Source: an optimization exercise on an open RTL-to-GDS flow (aim: small area). Production flows keep margins and buffers that such runs may drop. Only simulation tests tie the RTL to the original design; equivalence was not proved. No activity file was given, so power comes from the tool's default toggle rates.

[flow/flow/run.sh]
#!/bin/bash
# The standard layout, with smaller port buffers and no CTS dummy loads.
set -euo pipefail
export BUFFER_PORTS_ARGS="-buffer_cell sky130_fd_sc_hd__buf_1"
export CTS_ARGS="-sink_clustering_enable -repair_clock_nets -dont_use_dummy_load -buf_list sky130_fd_sc_hd__clkbuf_4 -sink_clustering_size 10 -sink_clustering_max_diameter 50"
bash standard.sh finish > standard.log 2>&1
[flow/standard.sh]
#!/bin/bash
# synth_recipe.tcl (not shown) runs the flow's synth.tcl, then flattens the netlist and writes it again
# the make line also repeats each setting of config.mk as NAME=value (left out here)
make -C /OpenROAD-flow-scripts/flow DESIGN_CONFIG=/design/flow/config.mk WORK_HOME=/design/flow/orfs CLKGATE_MAP_FILE= SYNTH_SCRIPT=/design/flow/synth_recipe.tcl "${@:-finish}"
[flow/config.mk]
export PLATFORM = sky130hd
export DESIGN_NAME = synch_fifo
export DESIGN_NICKNAME = synch_fifo
export VERILOG_FILES = /design/flow/design.v
export SDC_FILE = /design/flow/constraint.sdc
export NUM_CORES = 4
export LEC_CHECK = 0
export CAP_MARGIN = 0
export CORE_MARGIN = 2
export CORE_UTILIZATION = 60
export SLEW_MARGIN = 0
export SYNTH_HIERARCHICAL = 1
[flow/constraint.sdc]
create_clock -name core_clock -period 10.0 [get_ports {clk}]
set_input_delay 2.0000 -clock core_clock [delete_from_list [all_inputs] [get_ports {clk}]]
set_output_delay 2.0000 -clock core_clock [all_outputs]
set_load 0.01 [all_outputs]
[flow/design.v]
`timescale 1ns / 1ps
module synch_fifo #(
    parameter   FIFO_WIDTH = 32,                       
    parameter   FIFO_DEPTH = 16,                       
    parameter   FIFO_PTR = 4                           
) (
    input       clk,                                   
    input       rst_n,                                 
    input       fifo_wren,                             
    input       fifo_rden,                             
    input       [FIFO_WIDTH-1:0] fifo_wrdata,          
    output      [FIFO_WIDTH-1:0] fifo_rddata,          
    output      fifo_full,                             
    output      fifo_empty,                            
    output      [FIFO_PTR:0] fifo_room_avail,          
    output      [FIFO_PTR:0] fifo_data_avail           
);
reg [FIFO_WIDTH-1:0] mem [0:FIFO_DEPTH-1];       
reg [FIFO_PTR-1:0] count;                        
wire shift, shift_n;                             
wire [FIFO_PTR-1:0] count_nxt;
fifo_ctl u_ctl (
    .wren(fifo_wren), .rden(fifo_rden), .count(count), .count_nxt(count_nxt),
    .full(fifo_full), .empty(fifo_empty), .room(fifo_room_avail), .shift(shift),
    .shift_n(shift_n)
);
assign fifo_data_avail = {1'b0, count};
reg phase;
always @(posedge clk or negedge rst_n) begin
    if (!rst_n)
        phase <= 1'b0;
    else
        phase <= !phase;
end
wire [FIFO_WIDTH-1:0] wr_enc;                    
wire [FIFO_WIDTH-1:0] rd_enc;                    
wire [FIFO_WIDTH-1:0] mem_d [0:FIFO_DEPTH-1];
genvar p, q;
generate
    for (q = 0; q < FIFO_WIDTH; q = q + 1) begin : g_io
        fifo_xor2 u_wr (.a(fifo_wrdata[q]), .b(phase), .y(wr_enc[q]));
        fifo_xor2 u_rd (.a(rd_enc[q]), .b(phase), .y(fifo_rddata[q]));
    end
    for (p = 0; p < FIFO_DEPTH; p = p + 1) begin : g_place
        wire [FIFO_WIDTH-1:0] a = (p == 0) ? wr_enc : mem[p == 0 ? 0 : p-1];
        for (q = 0; q < FIFO_WIDTH; q = q + 1) begin : g_bit
            fifo_hold u_hold (.a(a[q]), .q(mem[p][q]), .s(shift), .sn(shift_n), .y(mem_d[p][q]));
        end
    end
endgenerate
integer i;
always @(posedge clk) begin
    for (i = 0; i < FIFO_DEPTH; i = i + 1)
        mem[i] <= mem_d[i];
end
always @(posedge clk or negedge rst_n) begin
    if (!rst_n)
        count <= 0;
    else
        count <= count_nxt;
end
wire [FIFO_DEPTH-1:0] sel;
fifo_dec u_dec (.a(count), .y(sel));
genvar b, w;
generate
    for (b = 0; b < FIFO_WIDTH; b = b + 1) begin : g_bit
        wire [FIFO_DEPTH-1:0] col;
        for (w = 0; w < FIFO_DEPTH; w = w + 1) begin : g_word
            assign col[w] = mem[w][b];
        end
        wire [5:0] y;
        for (w = 0; w < 5; w = w + 1) begin : g_grp
            fifo_aoi222 u_aoi (.a(col[3*w+2:3*w]), .s(sel[3*w+2:3*w]), .y(y[w]));
        end
        fifo_nand2 u_last (.a(col[15]), .b(sel[15]), .y(y[5]));
        fifo_nand6 u_out (.a(y), .y(rd_enc[b]));
    end
endgenerate
endmodule
module fifo_ctl (
    input        wren,
    input        rden,
    input  [3:0] count,
    output [3:0] count_nxt,
    output       full,
    output       empty,
    output [4:0] room,
    output       shift,
    output       shift_n
);
wire o1 = count[0] | count[1];
wire o2 = o1 | count[2];
wire a1 = count[0] & count[1];
wire a2 = a1 & count[2];
assign full = a2 & count[3];
assign empty = ~(o2 | count[3]);
assign room = {empty, count[3] ^ o2, count[2] ^ o1, count[1] ^ count[0], count[0]};
assign shift = wren & ~full;
assign shift_n = ~(wren & ~full);
wire en = (wren ^ rden) & (wren ? ~full : ~empty);
wire [3:0] tog = {en & (wren ? a2 : ~o2), en & (wren ? a1 : ~o1), en & ~(wren ^ count[0]), en};
assign count_nxt = count ^ tog;
endmodule
module fifo_hold (
    input  a,
    input  q,
    input  s,
    input  sn,
    output y
);
assign y = ~((a | sn) & (q | s));
endmodule
module fifo_xor2 (
    input  a,
    input  b,
    output y
);
assign y = a ^ b;
endmodule
module fifo_dec (
    input  [3:0] a,
    output [15:0] y
);
wire [3:0] lo_n, hi_n;
fifo_dec2n u_lo (.a(a[1:0]), .y_n(lo_n));
fifo_dec2n u_hi (.a(a[3:2]), .y_n(hi_n));
genvar k;
generate
    for (k = 0; k < 16; k = k + 1) begin : g_sel
        fifo_nor2 u_nor (.a(lo_n[k%4]), .b(hi_n[k/4]), .y(y[k]));
    end
endgenerate
endmodule
module fifo_dec2n (
    input  [1:0] a,
    output [3:0] y_n
);
assign y_n = ~(4'd1 << a);
endmodule
module fifo_nor2 (
    input  a,
    input  b,
    output y
);
assign y = ~(a | b);
endmodule
module fifo_aoi222 (
    input  [2:0] a,
    input  [2:0] s,
    output y
);
assign y = ~|(a & s);
endmodule
module fifo_nand2 (
    input  a,
    input  b,
    output y
);
assign y = ~(a & b);
endmodule
module fifo_nand6 (
    input  [5:0] a,
    output y
);
assign y = ~&a;
endmodule
==> summary.md, run 1 <==
| Metric | Value |
|---|---|
| DP Wirelength | 20800 um |
| Vias in the first global route | roughly 13000 |
| Final worst clock skew | about 0.055 ns |
| First-pass GRT wire length | ~66000 um |
| Post-synth ARST share | 0.967% |
| Clock share of power | 12.2% |
| WL final | 41500 um |
| Core Region | 27100 um^2 |
| DR vias | 13525 |
| CP endpoint kind | primary output |
| R2R cell count | 6 |
| Maximum fanout along the worst path | 17 |
| Synth warn | 9 |
| Top Ports | 80 |
| Worst path required time | roughly 8.0 ns |
| Pint | roughly 4.5 mW |
| Avg Inst Size Synth | 11.8 um^2 |
| Number of port buffers | 78 |
| Crit Path Class | reg -> out |
| Postcts setup bufs | 0 |
| Residual DRC | 0 |
| GRT Overall Usage | 27.9% |
| Dominant synthesized flop cell | dfxtp_1 |
| Post-synthesis register bit count | around 520 |
| Comb power frac | a little under a third |
| Status | complete, no violations |
| Leak | 6.32 nW |
| Die X | 171 um |
| Final nets | 1604 |
| Largest net degree at the start of global routing | between 200 and 300 |
| Final Max Slew Viols | 0 |
| NetSw | about 2.7 mW |
| Max stage delay on crit path | 0.92 ns |
| Routability cong. | 0.744 |
| CTS tree | yes |
| Initial antenna violation count | 1 |
| CP startpoint | count[0] |
| Htree depth | 2 |
| Worst setup path endpoint | fifo_rddata[5] |
| R2R Setup Slk | 5.94 ns |
| Congestion Overflow GR | 0 |
| Final Instance Area | 18100 um^2 |
| Worst-path clk slew | 0.10 ns |
| CTS Buf Count | slightly below 60 |
| Register area share after synthesis | approximately 62% |
| Distinct cell type count after synthesis | 24 |
| Height of the die | 171 um |
| Synthesized area | 16600 um^2 |
| CTS Root Buffer Type | clkbuf_4 |
| Worst path depth | 7 |
| Placed cells | 1876 |
| Post-cts repair resize count | 0 |
| Clock sinks | a little over 500 |
| Flop pwr share | between 50% and 60% |
| Placed Area | around 18000 um^2 |
| Worst r2r src | count[0] |
| CP Launch Type | register |
| Starting Density | 61.4% |
| # rows | 60 |
| Pwr per Cell Area | 398 nW/um^2 |
| FMAX | 0.177 GHz |
| Area Growth Syn to Fin | 8.59% |
| Worst path cell trace | or2_1, nor2_2, buf_4, a222oi_1, nand3_1, xor2_1, buf_1 |
| Fin Hold WS | 0.423 ns |
| RSZ-0062 raised after global routing | false |
| Initial drt markers | between 1500 and 2000 |
| Max Root-Sink Buffers | 3 |
| Largest delay share family, worst path | simple AND/OR/NAND/NOR gates |
| Critical path's slowest cell | nor2_2 |
| Sw Ratio | ~38% |
| Number of flops mapped to enable cells by yosys | 0 |
| Final Cycle Share | 56.3% |
| Detail Route Antenna Nets | 0 |
| Final min period | 5.63 ns |
| R2R Path End | mem[4][13] |
| Die area | between 20000 and 30000 um^2 |
| Post-CTS Hold Buffers | 0 |
| PnR Total Power | 7.20 mW |
| Synthesized Nets | 1446 |
| Worst-Margin Slew | 1.41 ns |
| WP buf/inv | 2 |
| Final setup fails | 0 |
| Slew HR | 5.68% |
| WL/cell | 21.4 um |
| Worst Path Arrival | ~3.6 ns |
| DR pass1 iterations | 8 |
| Most frequent cells in the layout | o22ai_1, dfxtp_1, a222oi_1 |
| Fin cells | 1936 |
| Syn Inst Count | 1406 |
| Maxcap violations | 0 |
| DR vias/cell | 6.99 |
| Hold Violations, Final | 0 |
| Worst hold path type | reg -> reg |
| Clock Latency Late Sink | 0.74 ns |
| Share of cells above drive strength 1 | 6.53% |
| Filler cells | 2203 |
| Maximum VDD drop | ~0.00033 V |
==> layer usage <==
metal  share of wire [%]  track usage, %
met5                   0               0
met1                  45            37.8
met3                 6.6            3.84
met2                  47            47.2
met4                 1.6            7.17
==> how the worst min path moves through the flow <==
stage           startpoint          end  slack [ns]  depth (start not counted)
2_1_floorplan   mem[10][0]   mem[10][0]        0.42                          1
3_3_place_gp   mem[10][22]  mem[10][22]        0.43                          1
3_5_place_dp   mem[15][30]  mem[15][30]        0.44                          1
4_1_cts         mem[4][16]   mem[5][16]        0.42                          1
5_1_grt         mem[4][16]   mem[5][16]        0.44                          1
6_report        mem[4][16]   mem[5][16]        0.42                          1
==> logic make-up after synthesis <==
kind of cell | Yosys count | synth area share [%]
fa+ha+maj | 4 | 0.301
simple gates | 130 | 4.38
buf+inv | 10 | 0.293
other cells | 1 | 0.0225
xor+xnor | 66 | 3.47
compound gates | 678 | 29.2
flops | 517 | 62.4
==> registers in the layout (all words and copies together) (netlist names) <==
signal / count
phase: 1
count: 4
mem: 512
==> per-stage QoR <==
step	setup slack (ns)	TNS (ns)	util [%]
final	4.37	0	66.7
after global routing	4.25	0	66.7
after CTS	4.39	0	66.7
after detailed placement	5.00	0	65.0
after global placement	5.09	0	65.0
after floorplan	-1.77	-740.58	-
==> worst reg2reg max path: cells and delay by family (launching register included) <==
family	cells	cell delay, ns
flops	1	0.54
buf+inv	2	1.99
simple gates	2	0.78
compound gates	1	0.28
fa+ha+maj	1	0.29
==> cell type report <==
cell class | instances | area [um^2] | share of cell area [%]
tap | 372 | 465 | 2.58
timing repair buffer | 101 | 478 | 2.65
sequential | 517 | 10400 | 57.4
antenna | 2 | 5.00 | 0.0277
clock buffer | 58 | 435 | 2.41
multi-input combinational | 879 | 6270 | 34.7
inverter | 7 | 33.8 | 0.187
==> synthesized netlist by cell type, drive strengths merged (2+ instances only) <==
cell    number  area [um^2]
nor2        17         63.8
xor2        64          561
ha           4         50.1
o22ai      512         3200
or2          2         12.5
a222oi     160         1600
dfrtp        5          125
buf          3         22.5
inv          7         26.3
nand3       33          165
nand2b       4         25.0
a31oi        2         12.5
dfxtp      512        10200
nand2       37          139
and4        34          298
xnor2        2         17.5
==> modules after synthesis (local to each module, per instance), a selection <==
module	area [um^2]	copies in the design	flops+latches	cells inside
synch_fifo	10400	1	517	520
fifo_ctl	219	1	0	30
fifo_dec2n	22.5	2	0	4
fifo_nand6	13.8	32	0	2
fifo_aoi222	10.0	160	0	1
fifo_xor2	8.76	64	0	1
fifo_hold	6.26	512	0	1
fifo_nand2	3.75	32	0	1
fifo_nor2	3.75	16	0	1
==> power groups by stage <==
stage                     Combinational (mW)  Clock [mW]  Sequential [mW]
after global placement                  2.21           0             4.02
after floorplan                         1.77           0             3.88
after CTS                               2.28       0.903             4.01
after detailed placement                2.28           0             4.04
final                                   2.29       0.877             4.03
after global routing                    2.53       0.978             4.18
==> run 2: changes to the inputs <==
--- a/flow/config.mk
+++ b/flow/config.mk
@@ -8,5 +8,5 @@
 export CAP_MARGIN = 0
 export CORE_MARGIN = 2
-export CORE_UTILIZATION = 60
+export CORE_UTILIZATION = 75
 export SLEW_MARGIN = 0
 export SYNTH_HIERARCHICAL = 1
==> run 2 against run 1 <==
Flip-flop and latch count stayed put. First-iteration DRC count is 15% higher. Total power is 0.68% higher. Hold slack gained 0.029 ns. Sequential power grew 1%. Global-route usage grew 6.2 points. Final cell count shrank 5.0%. Sequential share of layout area up 0.44 points. Die area decreased by 20%. Setup slack got worse by 0.17 ns. Final area is 0.76% lower. Critical path type unchanged. Critical endpoint is now fifo_rddata[29]. Largest cell class unchanged. Highest routed layer unchanged.
==> summary.md, run 2 <==
| Metric | Value |
|---|---|
| Status | complete, no violations |
| Synth area leaders | dfxtp_1, o22ai_1, a222oi_1 |
| Final nets | 1601 |
| CTS Buf Count | 57 |
| Top Ports | 80 |
| First-pass GRT wire length | ~66000 um |
| Worst path cell trace | or2_1, nor2_2, buf_4, a222oi_1, and4_1, nand3_1, xor2_1, buf_1 |
| Distinct cell type count after synthesis | 24 |
| Hold Violations, Final | 0 |
| Critical path's slowest cell | nor2_2 |
| Dominant synthesized flop cell | dfxtp_1 |
| Pwr per Cell Area | 404 nW/um^2 |
| Postcts setup bufs | 0 |
| Congestion Overflow GR | 0 |
| Maximum fanout along the worst path | 17 |
| Crit Path Class | reg -> out |
| Area Growth Syn to Fin | 7.76% |
| Height of the die | 153 um |
| Worst path required time | 8.00 ns |
| Most frequent cells in the layout | o22ai_1, dfxtp_1, a222oi_1 |
| Compound-Gate Fraction of Synth Area | 29.2% |
| CP Launch Type | register |
| Largest register FFs | 512 |
| Synthesized Nets | 1446 |
| Register area share after synthesis | 62.4% |
| Post-cts repair resize count | 0 |
| Initial antenna violation count | 1 |
| Slew HR | a little under a fifth |
| Synth Area in Simple Gates | 4.38% |
| Final Cycle Share | between 50% and 60% |
| DR pass1 iterations | 10 |
| Post-synthesis register bit count | 517 |
| Number of flops mapped to enable cells by yosys | 0 |
| Reg with most FFs | mem |
| Largest delay share family, worst path | simple AND/OR/NAND/NOR gates |
| CTS Root Buffer Type | clkbuf_4 |
| Detail Route Antenna Nets | 0 |
| CTS tree | yes |
| Leak | 6.30 nW |
| Die area | between 20000 and 25000 um^2 |
| # rows | 54 |
| Worst-path clk slew | 0.11 ns |
| WP buf/inv | 2 |
| Syn Inst Count | 1406 |
| Fin cells | roughly 1800 |
| Largest net degree at the start of global routing | around 190 |
| Maxcap violations | 0 |
| Synth top area share | 61.6% |
| RSZ-0062 raised after global routing | false |
| Residual DRC | 0 |
| Routability cong. | 0.790 |
| Initial drt markers | 2100 |
| DP Wirelength | 22500 um |
| DR vias | 13812 |
| GRT Overall Usage | 34.1% |
| Maximum VDD drop | 0.000268 V |
| Area share of xor/xnor cells in the synthesized design | 3.47% |
| PnR Total Power | 7.25 mW |
| Post-synth top area cell | dfxtp_1 |
| Avg Inst Size Synth | 11.8 um^2 |
| Post-synth ARST share | 0.967% |
| Worst-Margin Slew | between 1 and 1.5 ns |
| CP endpoint kind | primary output |
| Share of cells above drive strength 1 | between 6 and 7% |
| Synthesized area | 16600 um^2 |
| Most common library cells after synthesis | dfxtp_1, o22ai_1, a222oi_1, xor2_1, nand2_1 |
| Vias in the first global route | between 10000 and 15000 |
| Core Region | 21800 um^2 |
| FMAX | roughly 0.17 GHz |
| Clock Latency Late Sink | 0.74 ns |
| Synth warn | 9 |
| Pint | 4.46 mW |
| Clock sinks | 517 |
| Flop pwr share | between 50% and 60% |
| Main combinational cell family by area after synthesis | compound AO/OA/AOI/OAI gates |
| Worst Path Arrival | 3.80 ns |
| Worst hold path type | reg -> reg |
| Htree depth | 2 |
| Multiplexer share of the synthesized area | 0% |
| Number of port buffers | 78 |
| Starting Density | 76.2% |
| Post-Synth Adder-Cell Area | 0.301% |
| Placed cells | 1782 |
| Post-CTS Hold Buffers | 0 |
| Die X | between 150 and 200 um |
| Final Max Slew Viols | 0 |
| Final min period | 5.80 ns |
| WL final | 41300 um |
| Largest registers | mem: 512 flops, count: 4 flops, phase: 1 flops |
| Max stage delay on crit path | 0.85 ns |
| Final worst clock skew | 0.0366 ns |
| Clock share of power | 12.0% |
| Sw Ratio | 38.4% |
| Utilization after layout | 82.2% |
| Comb power frac | 31.8% |
| WL/cell | 22.5 um |
| Final setup fails | 0 |
| NetSw | 2.78 mW |
| DR vias/cell | 7.51 |
| Max Root-Sink Buffers | 3 |
-- run 2: cell families (layout without fill, tap and decap cells) --
kind of cell | count (synthesis) | count (layout)
XOR/XNOR | 66 | 66
other | 1 | 2
buffers and inverters | 10 | 163
flip-flops | 517 | 517
AND/OR/NAND/NOR | 130 | 130
adder cells (fa/ha/maj) | 4 | 4
AO/OA/AOI/OAI | 678 | 678
-- run 2: per-module statistics from Yosys, one instance, submodules excluded, excerpt --
module | cells inside | cell area, um^2
fifo_aoi222 | 1 | 10.0
fifo_dec2n | 4 | 22.5
synch_fifo | 520 | 10400
fifo_nor2 | 1 | 3.75
fifo_xor2 | 1 | 8.76
fifo_ctl | 30 | 219
fifo_hold | 1 | 6.26
fifo_nand6 | 2 | 13.8
fifo_nand2 | 1 | 3.75
-- run 2: through the flow --
stage	instance area (um^2)	setup TNS [ns]	setup WS, ns	hold slack, ns
CTS	17900	0	4.26	0.456
detailed placement	17500	0	4.83	0.439
global placement	17500	0	4.92	0.430
floorplan	16700	-740.58	-1.77	0.423
global route	17900	0	4.12	0.469
finish	17900	0	4.20	0.453
-- run 2: area by class of cell --
class / count / area, um^2
Antenna cell: 1 / 2.50
Clock buffer: 57 / 428
Fill cell: 1368 / 3890
Inverter: 7 / 33.8
Multi-Input combinational cell: 879 / 6290
Sequential cell: 517 / 10400
Tap cell: 280 / 350
Timing Repair Buffer: 99 / 450
-- run 2: power groups by stage --
stage / Sequential [mW] / Clock, mW / Combinational (mW)
final: 4.07 / 0.869 / 2.30
after global routing: 4.21 / 0.955 / 2.50
after CTS: 4.05 / 0.879 / 2.27
after detailed placement: 4.07 / 0 / 2.27
after global placement: 4.01 / 0 / 2.18
after floorplan: 3.88 / 0 / 1.77
-- run 2: path summary, 6_finish.rpt --
kind / from / to / slack [ns] / cells after the start
worst min register to register: mem[4][12] / mem[5][12] / 0.45 / 1
max in group asynchronous: rst_n / phase / 8.66 / 1
worst min-delay path: mem[4][12] / mem[5][12] / 0.45 / 1
worst max-delay path: count[0] / fifo_rddata[29] / 4.20 / 8
min in group asynchronous: rst_n / phase / 1.10 / 1
worst max register to register: count[0] / mem[10][15] / 5.96 / 6
-- run 2: per-layer routing --
metal,track usage (%),part of all wire [%]
met3,5.67,10
met2,53.5,47
met1,47.6,40
met5,0,0
met4,14.2,2.6
==> run 3: changes to the inputs <==
==> flow/flow/run.sh (replaced) <==
#!/bin/bash
# The standard layout, with smaller port buffers and no CTS dummy loads.
set -euo pipefail
export BUFFER_PORTS_ARGS="-buffer_cell sky130_fd_sc_hd__buf_1"
export CTS_ARGS="-sink_clustering_enable -repair_clock_nets -dont_use_dummy_load -buf_list sky130_fd_sc_hd__clkbuf_8 -sink_clustering_size 20 -sink_clustering_max_diameter 60"
bash standard.sh finish > standard.log 2>&1
==> run 3 against run 2 <==
Global-route usage fell by 0.46 points. First-iteration DRC count rose by 6.4%. Register-to-register slack better by 0.03 ns. Critical path depth is the same. Non-clock buffer count is the same. Clock skew is 0.00083 ns lower. Count of clock-buffer cells in the layout is 26 lower. Synthesized cell count unchanged. Flip-flop and latch count is the same. Via count shrank 0.98%. Clock power is 1% lower. Utilization about the same. Highest routed layer unchanged.
==> summary.md, run 3 <==
| Metric | Value |
|---|---|
| Area Growth Syn to Fin | 7.74% |
| Distinct cell type count after synthesis | 24 |
| Comb power frac | a little under a third |
| Die area | about 23000 um^2 |
| CTS tree | yes |
| DP Wirelength | 22500 um |
| Placed Area | 17500 um^2 |
| Max Root-Sink Buffers | 3 |
| Most common library cells after synthesis | dfxtp_1, o22ai_1, a222oi_1, xor2_1, nand2_1 |
| Max stage delay on crit path | 0.82 ns |
| Postcts setup bufs | 0 |
| DR vias/cell | 7.54 |
| R2R cell count | 6 |
| Avg Inst Size Synth | 11.8 um^2 |
| R2R Path End | mem[10][15] |
| Post-cts repair resize count | 0 |
| Final Max Slew Viols | 0 |
| Critical path's slowest cell | nor2_2 |
| Clock Latency Late Sink | 0.62 ns |
| Worst r2r src | count[0] |
| Congestion Overflow GR | 0 |
| Synth top area share | 61.6% |
| Largest net degree at the start of global routing | 185 |
| Worst hold path type | reg -> reg |
| Beginning of the worst hold path | mem[15][14] |
| CP Launch Type | register |
| NetSw | 2.75 mW |
| Synthesized area | 16600 um^2 |
| Flop pwr share | 56.3% |
| Fin cells | 1813 |
| Clock sinks | 517 |
| Routability cong. | 0.790 |
| Worst-path clk slew | 0.09 ns |
| Maximum VDD drop | 0.000323 V |
| Synth warn | 9 |
| Leak | 6.26 nW |
| Sw Ratio | 38.1% |
| Core Region | 21800 um^2 |
| Worst path depth | 8 |
| Final Instance Area | 17900 um^2 |
| Worst Path Arrival | 3.64 ns |
| Final Cycle Share | 56.4% |
| Crit Path Class | reg -> out |
| Pre-CTS setup slack | ~4.8 ns |
| Pwr per Cell Area | 403 nW/um^2 |
| Top Ports | 80 |
| Final min period | 5.64 ns |
| Placed cells | 1782 |
| Reg with most FFs | mem |
| GRT Overall Usage | 33.7% |
| DR vias | 13676 |
| Hold Violations, Final | 0 |
| Htree depth | 1 |
| Hold Path Stages | 1 |
| Number of port buffers | 78 |
| Status | complete, no violations |
| DR pass1 iterations | 8 |
| Number of flops mapped to enable cells by yosys | 0 |
| Post-synth ARST share | less than 1% |
| Most frequent cells in the layout | o22ai_1, dfxtp_1, a222oi_1 |
| Worst path cell trace | or2_1, nor2_2, buf_4, a222oi_1, and4_1, nand3_1, xor2_1, buf_1 |
| Worst-Margin Slew | 1.23 ns |
| Share of cells above drive strength 1 | 4.76% |
| Final nets | 1575 |
| Maximum fanout along the worst path | 17 |
| Worst hold endpoint | mem[15][14] |
| Die X | 153 um |
| Worst path required time | 8.00 ns |
| CP endpoint kind | primary output |
| Largest register FFs | 512 |
| Pint | ~4.5 mW |
| Final worst clock skew | roughly 0.036 ns |
| PnR worst setup slack | 4.36 ns |
| R2R Setup Slk | 5.99 ns |
| Clock share of power | between 10% and 20% |
| Synth area leaders | dfxtp_1, o22ai_1, a222oi_1 |
| Post-synthesis register bit count | 517 |
| WL final | 41000 um |
| CTS Buf Count | 31 |
| Initial drt markers | 2234 |
| Maxcap violations | 0 |
| Dominant synthesized flop cell | dfxtp_1 |
| # rows | 54 |
| # diodes | 0 |
| CTS Root Buffer Type | clkbuf_8 |
| Initial antenna violation count | 0 |
| Height of the die | 153 um |
| Slew HR | about 18% |
| Post-synth top area cell | dfxtp_1 |
| Largest registers | mem: 512 flops, count: 4 flops, phase: 1 flops |
| Starting Density | around three quarters |
| Syn Inst Count | 1406 |
| WL/cell | 22.6 um |
| First-pass GRT wire length | 65900 um |
| Residual DRC | 0 |
| Final setup fails | 0 |
| WP buf/inv | 2 |
| RSZ-0062 raised after global routing | false |
| Setup TNS | 0 ns |
| PnR Total Power | 7.23 mW |
| Post-CTS Hold Buffers | 0 |
| Synthesized Nets | 1446 |
| Detail Route Antenna Nets | 0 |
| FMAX | 0.177 GHz |
| Register area share after synthesis | 62.4% |
| Vias in the first global route | 12806 |
| Largest delay share family, worst path | simple AND/OR/NAND/NOR gates |
-- run 3: cell counts after synthesis --
Identical to the previous run, type by type.
-- run 3: how the worst max path moves through the flow --
stage                     startpoint               to  slack, ns
final                       count[0]  fifo_rddata[24]       4.36
after global routing        count[0]  fifo_rddata[29]       4.24
after CTS                   count[0]  fifo_rddata[29]       4.39
after detailed placement   fifo_wren      mem[10][15]       4.83
after global placement     fifo_wren      mem[10][19]       4.92
after floorplan            fifo_wren        mem[0][0]      -1.77
-- run 3: worst reg2reg max path, stage by stage (launching register included) --
cell and delay [ns]:
dfrtp_1 0.50, ha_1 0.30, nand3_1 0.26, nand2_8 0.42, inv_8 0.87, buf_4 1.27, o22ai_1 0.24
-- run 3: kinds of logic after synthesis --
family,after synthesis,synth area share [%]
AO/OA/AOI/OAI,678,29.2
flip-flops,517,62.4
AND/OR/NAND/NOR,130,4.38
XOR/XNOR,66,3.47
buffers and inverters,10,0.293
adder cells (fa/ha/maj),4,0.301
other,1,0.0225
-- run 3: power groups by stage --
stage	clock, mW	sequential, mW	combinational (mW)
after global routing	0.939	4.21	2.51
after global placement	0	4.01	2.18
final	0.858	4.07	2.30
after detailed placement	0	4.07	2.27
after floorplan	0	3.88	1.77
after CTS	0.868	4.05	2.27
-- run 3: final cells by class --
| cell class | instances | area (um^2) |
|---|---|---|
| inverters | 7 | 33.8 |
| flip-flops and latches | 517 | 10400 |
| repair buffers | 99 | 450 |
| clock buffers | 31 | 427 |
| multi-input cells | 879 | 6290 |
| fillers | 1358 | 3900 |
| well taps | 280 | 350 |
-- run 3: layer usage --
layer | track usage, % | share of wire (%) | vias up
li1 | - | - | 6341
met4 | 11.8 | 3.0 | 0
met5 | 0 | 0 | -
met1 | 47.9 | 40 | 6566
met3 | 4.65 | 9.5 | 105
met2 | 53.4 | 47 | 664
-- run 3: per-module statistics from Yosys, one instance, submodules excluded, excerpt --
| module | cells | copies in the design |
|---|---|---|
| fifo_nand6 | 2 | 32 |
| fifo_aoi222 | 1 | 160 |
| fifo_xor2 | 1 | 64 |
| fifo_hold | 1 | 512 |
| synch_fifo | 520 | 1 |
| fifo_nand2 | 1 | 32 |
| fifo_ctl | 30 | 1 |
| fifo_dec2n | 4 | 2 |
| fifo_nor2 | 1 | 16 |
-- run 3: per-stage QoR --
step	util, %	hold slack [ns]
2_1_floorplan	-	0.423
3_3_place_gp	80.2	0.430
3_5_place_dp	80.2	0.439
4_1_cts	82.1	0.455
5_1_grt	82.1	0.470
6_report	82.1	0.455

static timing again, ports no longer ideal:
The flow's constraints put no driver on any port. The routed layouts listed below were extracted and timed again, unchanged, in two steps.
Step 1 assumes that a clkbuf_16 drives the clock port and a buf_2 every other input.
Step 2 also shifts input and output timing later by t, the mid clock arrival at the registers, as if the neighbouring blocks saw the same clock.
a / b / c = ideal / step 1 / step 2; a / b = the first two.
| run | shift t [ns] | setup WS [ns] | worst setup path at the end | latest minus earliest clock arrival (ns) | worst data-port slew with drivers (ns) |
|---|---|---|---|---|---|
| run 1 | 0.758 | 4.366 / 4.321 / 4.913 | input to register | 0.054 / 0.055 | 0.03 |
| run 2 | 0.768 | 4.198 / 4.155 / 4.615 | input to register | 0.037 / 0.037 | 0.03 |
| run 3 | 0.647 | 4.358 / 4.314 / 4.648 | input to register | 0.036 / 0.036 | 0.03 |
After both steps every run listed still meets setup and hold.
